This is an optimization exercise on Yosys and OpenROAD, whose aim is small area, a short achievable clock period and few clock cycles per item, not a production implementation.
At most, simulation tests tie the RTL to the original design; equivalence was not proved.

## Milestone1_convert
module Milestone1_convert (
	input  logic          Clock,
	input  logic          Resetn,
	input  logic          Enable,
	input  logic   [15:0] SRAM_read_data,
	input  logic          redo,
	output logic          SRAM_we_n,
	output logic   [17:0] SRAM_address,
	output logic   [15:0] SRAM_write_data,
	output logic          Finish
);
For scale: roughly 2200 cells after synthesis, about 450 flip-flops, roughly 56 I/O pins, about 24000 um2 of cells after synthesis.
clock: 14.0 ns
lec_check: 0
cap_margin: 20
core_margin: 2
core_utilization: 40
slew_margin: 20
synth_hierarchical: 1
standard.sh (not shown) runs the stock make flow with config.mk's settings and CLKGATE_MAP_FILE= SYNTH_SCRIPT=/design/flow/synth_recipe.tcl, a recipe that flattens the netlist after the stock synthesis.
==> flow/flow/run.sh <==
#!/bin/bash
# Standard ORFS layout (standard.sh) with these changes in how it is made:
#  - the port buffers are buf_4 cells instead of the buffer ORFS picks
#  - clock tree: clkbuf_16 root, clkbuf_8 leaf buffers over small sink
#    clusters, no dummy loads
#  - timing repair aims at a setup margin below the design's clock period
# The SDC, clock period and I/O constraints are the standard flow's, unchanged.  ORFS
# writes each step's log under orfs/logs; make's own output goes to
# orfs_make.log here.
set -euo pipefail
bash standard.sh SETUP_SLACK_MARGIN=10.0 \
  "BUFFER_PORTS_ARGS=-buffer_cell sky130_fd_sc_hd__buf_4" \
  "CTS_ARGS=-sink_clustering_enable -repair_clock_nets -root_buf sky130_fd_sc_hd__clkbuf_16 -buf_list sky130_fd_sc_hd__clkbuf_8 -sink_clustering_size 18 -sink_clustering_max_diameter 50 -dont_use_dummy_load" \
  finish > orfs_make.log 2>&1
Testbench counts at the start, summed over its fixed seeds: cycles 1,547,720, frames 8.
Rerun with:
--- a/flow/design.v
+++ b/flow/design.v
@@ -185,29 +185,30 @@
 end
 logic wr;    
 assign wr = (kind_b == K_RG0) || (kind_b == K_RG1) || (kind_b == K_B1);
 always_ff @(posedge Clock) begin
 	SRAM_we_n <= ~(run && wr);
 end
 always_ff @(posedge Clock or negedge Resetn) begin
 	if (!Resetn) begin
-		run       <= 1'b0;
-		Finish    <= 1'b0;
-	end else begin
-		if (run) begin
-			if (nph == 4'd7 && y_addr == 16'd38400) begin
-				run    <= 1'b0;
-				Finish <= 1'b1;
-			end
-		end else if (Finish) begin
-			if (redo) Finish <= 1'b0;
-		end else if (Enable) begin
-			run <= 1'b1;
-		end
+		run <= 1'b0;
+	end else if (run) begin
+		if (nph == 4'd7 && y_addr == 16'd38400) run <= 1'b0;
+	end else if (!Finish && Enable) begin
+		run <= 1'b1;
+	end
+end
+always_ff @(posedge Clock) begin
+	if (!Resetn) begin
+		Finish <= 1'b0;
+	end else if (run) begin
+		if (nph == 4'd7 && y_addr == 16'd38400) Finish <= 1'b1;
+	end else if (Finish && redo) begin
+		Finish <= 1'b0;
 	end
 end
 logic [17:0] v_addr;
 assign v_addr = {u_addr[17:8] + 10'd75, u_addr[7:0]};    
 always_ff @(posedge Clock) begin
 	tag_b  <= tag_a;
 	tag_c  <= tag_b;
 	kind_b <= kind_a;
Flip-flop and latch count is unchanged.
Global-route usage shrinks by 0.26 points.
Non-clock buffer count fell by 2.
Wire length shrinks by 0.69%.
Hold slack is better by 0.032 ns.
Design area hardly moves.
Maximum frequency rises by 0.74%.
Final cell count came out higher by 0.48%.
No functional check of the RTL was part of the second run of this note.

========
Milestone1_convert, a different RTL version from the one above (not shown whole).
For scale: roughly 470 flip-flops, ~56 I/O pins, roughly 0.025 mm2 of cells after synthesis.
export LEC_CHECK = 0
export CAP_MARGIN = 20
export CORE_MARGIN = 2
export CORE_UTILIZATION = 40
export SLEW_MARGIN = 20
export SYNTH_HIERARCHICAL = 1
create_clock -name core_clock -period 14.0 [get_ports {Clock}]
==> flow/flow/run.sh <==
#!/bin/bash
# Standard ORFS layout (standard.sh) with these changes in how it is made:
#  - the port buffers are buf_4 cells instead of the buffer ORFS picks
#  - clock tree: larger sink clusters, no dummy loads
#  - timing repair aims at a setup margin below the design's clock period
# The SDC, clock period and I/O constraints are the standard flow's, unchanged.
set -euo pipefail
bash standard.sh SETUP_SLACK_MARGIN=10.0 \
  "BUFFER_PORTS_ARGS=-buffer_cell sky130_fd_sc_hd__buf_4" \
  "CTS_ARGS=-sink_clustering_enable -repair_clock_nets -sink_clustering_size 36 -sink_clustering_max_diameter 70 -dont_use_dummy_load" \
  finish > orfs_make.log 2>&1
Edit:
--- a/flow/design.v
+++ b/flow/design.v
@@ -299,34 +299,33 @@
 assign tf = c_firv ? sv[5] : su[5];
 logic [8:0]  t_af, t_be, t_cd;
 assign t_af = {1'b0, ta} + {1'b0, tf};
 assign t_be = {1'b0, tb} + {1'b0, te};
 assign t_cd = {1'b0, tc} + {1'b0, td};
 logic [8:0]  f_p1, f_np2, f_p3, f_np3;
 always_ff @(posedge Clock) begin
 	f_p1  <= t_af;
 	f_np2 <= ~t_be;
 	f_p3  <= t_cd;
 	f_np3 <= ~t_cd;
 end
-logic [8:0] fm_a, fm_b, g_a, g_b;
+logic [8:0] fm_h, g_h;
 logic       fm_c, g_c;
-fir_sum u_fir (.p1(f_p1), .np2(f_np2), .p3(f_p3), .np3(f_np3), .ha(fm_a), .hb(fm_b), .c(fm_c));
+fir_sum u_fir (.p1(f_p1), .np2(f_np2), .p3(f_p3), .np3(f_np3), .hi(fm_h), .c(fm_c));
 always_ff @(posedge Clock) begin
-	g_a <= fm_a;
-	g_b <= fm_b;
+	g_h <= fm_h;
 	g_c <= fm_c;
 end
 logic [8:0] fw;
-assign fw = g_a + g_b + {8'd0, g_c};
+assign fw = g_h + {8'd0, g_c};
 always_ff @(posedge Clock) begin
 	if (c_ldv) vp_reg <= fw;
 	if (c_ldu) up_reg <= fw;
 end
 logic [8:0]  su9, sv9;
 assign su9 = c_even ? {su[2][7], ~su[2][7], su[2][6:0]} : up_reg;
 assign sv9 = c_even ? {sv[1][7], ~sv[1][7], sv[1][6:0]} : vp_reg;
 logic [13:0] yl_m;
 logic        yc_m;
 logic [10:0] yh_m;
 yt_part u_yt (.y(y_sel), .lo(yl_m), .c(yc_m), .hi(yh_m));
 logic [13:0] p_ytl;
@@ -796,25 +795,25 @@
 wire sx_99, sx_100;
 csa_fa sx_99_f (.a(isb_v[0]), .b(sx_53), .c(sx_52), .s(sx_99), .co(sx_100));
 wire sx_101, sx_102;
 csa_fa sx_101_f (.a(nisb_v[0]), .b(sx_55), .c(sx_54), .s(sx_101), .co(sx_102));
 wire sx_103, sx_104;
 csa_ha sx_103_h (.a(yth[10]), .b(sx_56), .s(sx_103), .co(sx_104));
 wire [16:0] x_lo = {1'b0, {sx_81, sx_79, sx_77, sx_75, sx_73, sx_71, sx_69, sx_67, sx_65, sx_63, sx_61, sx_59, xl_12[0], ytl[0], xl_2[0], xl_1[0]}} + {1'b0, {sx_80, sx_78, sx_76, sx_74, sx_72, sx_70, sx_68, sx_66, sx_64, sx_62, sx_60, sx_58, sx_57, xl_3[0], 1'b0, 1'b0}};
 assign xa = {~sx_103, sx_101, sx_99, sx_97, sx_95, sx_93, sx_91, sx_89, sx_87, sx_85, sx_83};
 assign xb = {sx_102, sx_100, sx_98, sx_96, sx_94, sx_92, sx_90, sx_88, sx_86, sx_84, sx_82};
 assign xc = x_lo[16];
 endmodule
 module fir_sum(input wire [8:0] p1, input wire [8:0] np2, input wire [8:0] p3, input wire [8:0] np3,
-  output wire [8:0] ha, output wire [8:0] hb, output wire c);
+  output wire [8:0] hi, output wire c);
 wire fi_1, fi_2;
 csa_ha fi_1_h (.a(p1[8]), .b(p1[6]), .s(fi_1), .co(fi_2));
 wire fi_3, fi_4;
 csa_fa fi_3_f (.a(p1[5]), .b(p1[3]), .c(p1[1]), .s(fi_3), .co(fi_4));
 wire fi_5, fi_6;
 csa_ha fi_5_h (.a(np2[3]), .b(np2[1]), .s(fi_5), .co(fi_6));
 wire fi_7, fi_8;
 csa_fa fi_7_f (.a(p1[6]), .b(p1[4]), .c(p1[2]), .s(fi_7), .co(fi_8));
 wire fi_9, fi_10;
 csa_fa fi_9_f (.a(np2[4]), .b(np2[2]), .c(np2[1]), .s(fi_9), .co(fi_10));
 wire fi_11, fi_12;
 csa_ha fi_11_h (.a(p3[1]), .b(np3[6]), .s(fi_11), .co(fi_12));
@@ -938,24 +937,23 @@
 csa_fa fi_129_f (.a(fi_68), .b(fi_101), .c(fi_100), .s(fi_129), .co(fi_130));
 wire fi_131, fi_132;
 csa_fa fi_131_f (.a(fi_72), .b(fi_103), .c(fi_102), .s(fi_131), .co(fi_132));
 wire fi_133, fi_134;
 csa_fa fi_133_f (.a(fi_76), .b(fi_105), .c(fi_104), .s(fi_133), .co(fi_134));
 wire fi_135, fi_136;
 csa_fa fi_135_f (.a(fi_80), .b(fi_107), .c(fi_106), .s(fi_135), .co(fi_136));
 wire fi_137, fi_138;
 csa_fa fi_137_f (.a(fi_84), .b(fi_109), .c(fi_108), .s(fi_137), .co(fi_138));
 wire fi_139, fi_140;
 csa_ha fi_139_h (.a(p3[8]), .b(fi_110), .s(fi_139), .co(fi_140));
 wire [8:0] fi_lo = {1'b0, {fi_123, fi_121, fi_119, fi_117, fi_115, fi_113, np3[0], p1[0]}} + {1'b0, {fi_122, fi_120, fi_118, fi_116, fi_114, fi_112, fi_111, p3[0]}};
-assign ha = {fi_140, fi_139, fi_137, fi_135, fi_133, fi_131, fi_129, fi_127, fi_125};
-assign hb = {1'b0, fi_138, fi_136, fi_134, fi_132, fi_130, fi_128, fi_126, fi_124};
+assign hi = {fi_140, fi_139, fi_137, fi_135, fi_133, fi_131, fi_129, fi_127, fi_125} + {1'b0, fi_138, fi_136, fi_134, fi_132, fi_130, fi_128, fi_126, fi_124};
 assign c = fi_lo[8];
 endmodule
 module csa_fa(input wire a, input wire b, input wire c, output wire s, output wire co);
 assign s = a ^ b ^ c;
 assign co = (a & b) | (a & c) | (b & c);
 endmodule
 module csa_ha(input wire a, input wire b, output wire s, output wire co);
 assign s = a ^ b;
 assign co = a & b;
 endmodule
What happened: Area after synthesis went down by 0.37%. Critical path depth came out higher by 10. Non-clock buffer count climbs by 2. Setup slack got worse by 0.0090 ns. Clock skew went down by 0.079 ns. Synthesized cell count climbs by about 1.6%. Global-route usage rises by 0.42 points. Die area decreases by 0.36%. Count of clock-buffer cells in the layout falls by 4. Sequential share of layout area is lower by 0.59 points.
Testbench counts after the change, summed over its fixed seeds: cycles 1,547,720, frames 8.
For the first run of this note, only the layout was checked, not whether the RTL still works.

==> re-timing with driven ports <==
No port has a modelled driver above. Below, the same layouts with a new extraction and two added sets of constraints.
Step 1 sets driving cells, clkbuf_16 on the clock port and buf_2 on the other inputs (assumed; they add their load-dependent delay and slew).
Step 2 adds t to the input delays and takes it off the output delays; t is the mean of the earliest and latest rising clock arrival at the registers after step 1. Input paths then give back, and output paths get back, about the clock's delay inside the block.
a / b / c = ideal / step 1 / step 2; a / b = the first two.
| run | shift t [ns] | setup WS [ns] | clock arrival spread, ns |
|---|---|---|---|
| the first run of note 1 | 0.595 | 10.101 / 10.041 / 10.294 | 0.065 / 0.065 |
| the second run of note 1 | 0.587 | 10.130 / 10.069 / 10.213 | 0.058 / 0.058 |
| the first run of note 2 | 0.595 | 10.074 / 10.022 / 10.306 | 0.139 / 0.139 |
| the second run of note 2 | 0.653 | 10.065 / 10.032 / 10.065 | 0.064 / 0.063 |
After both steps every run listed still meets setup and hold.
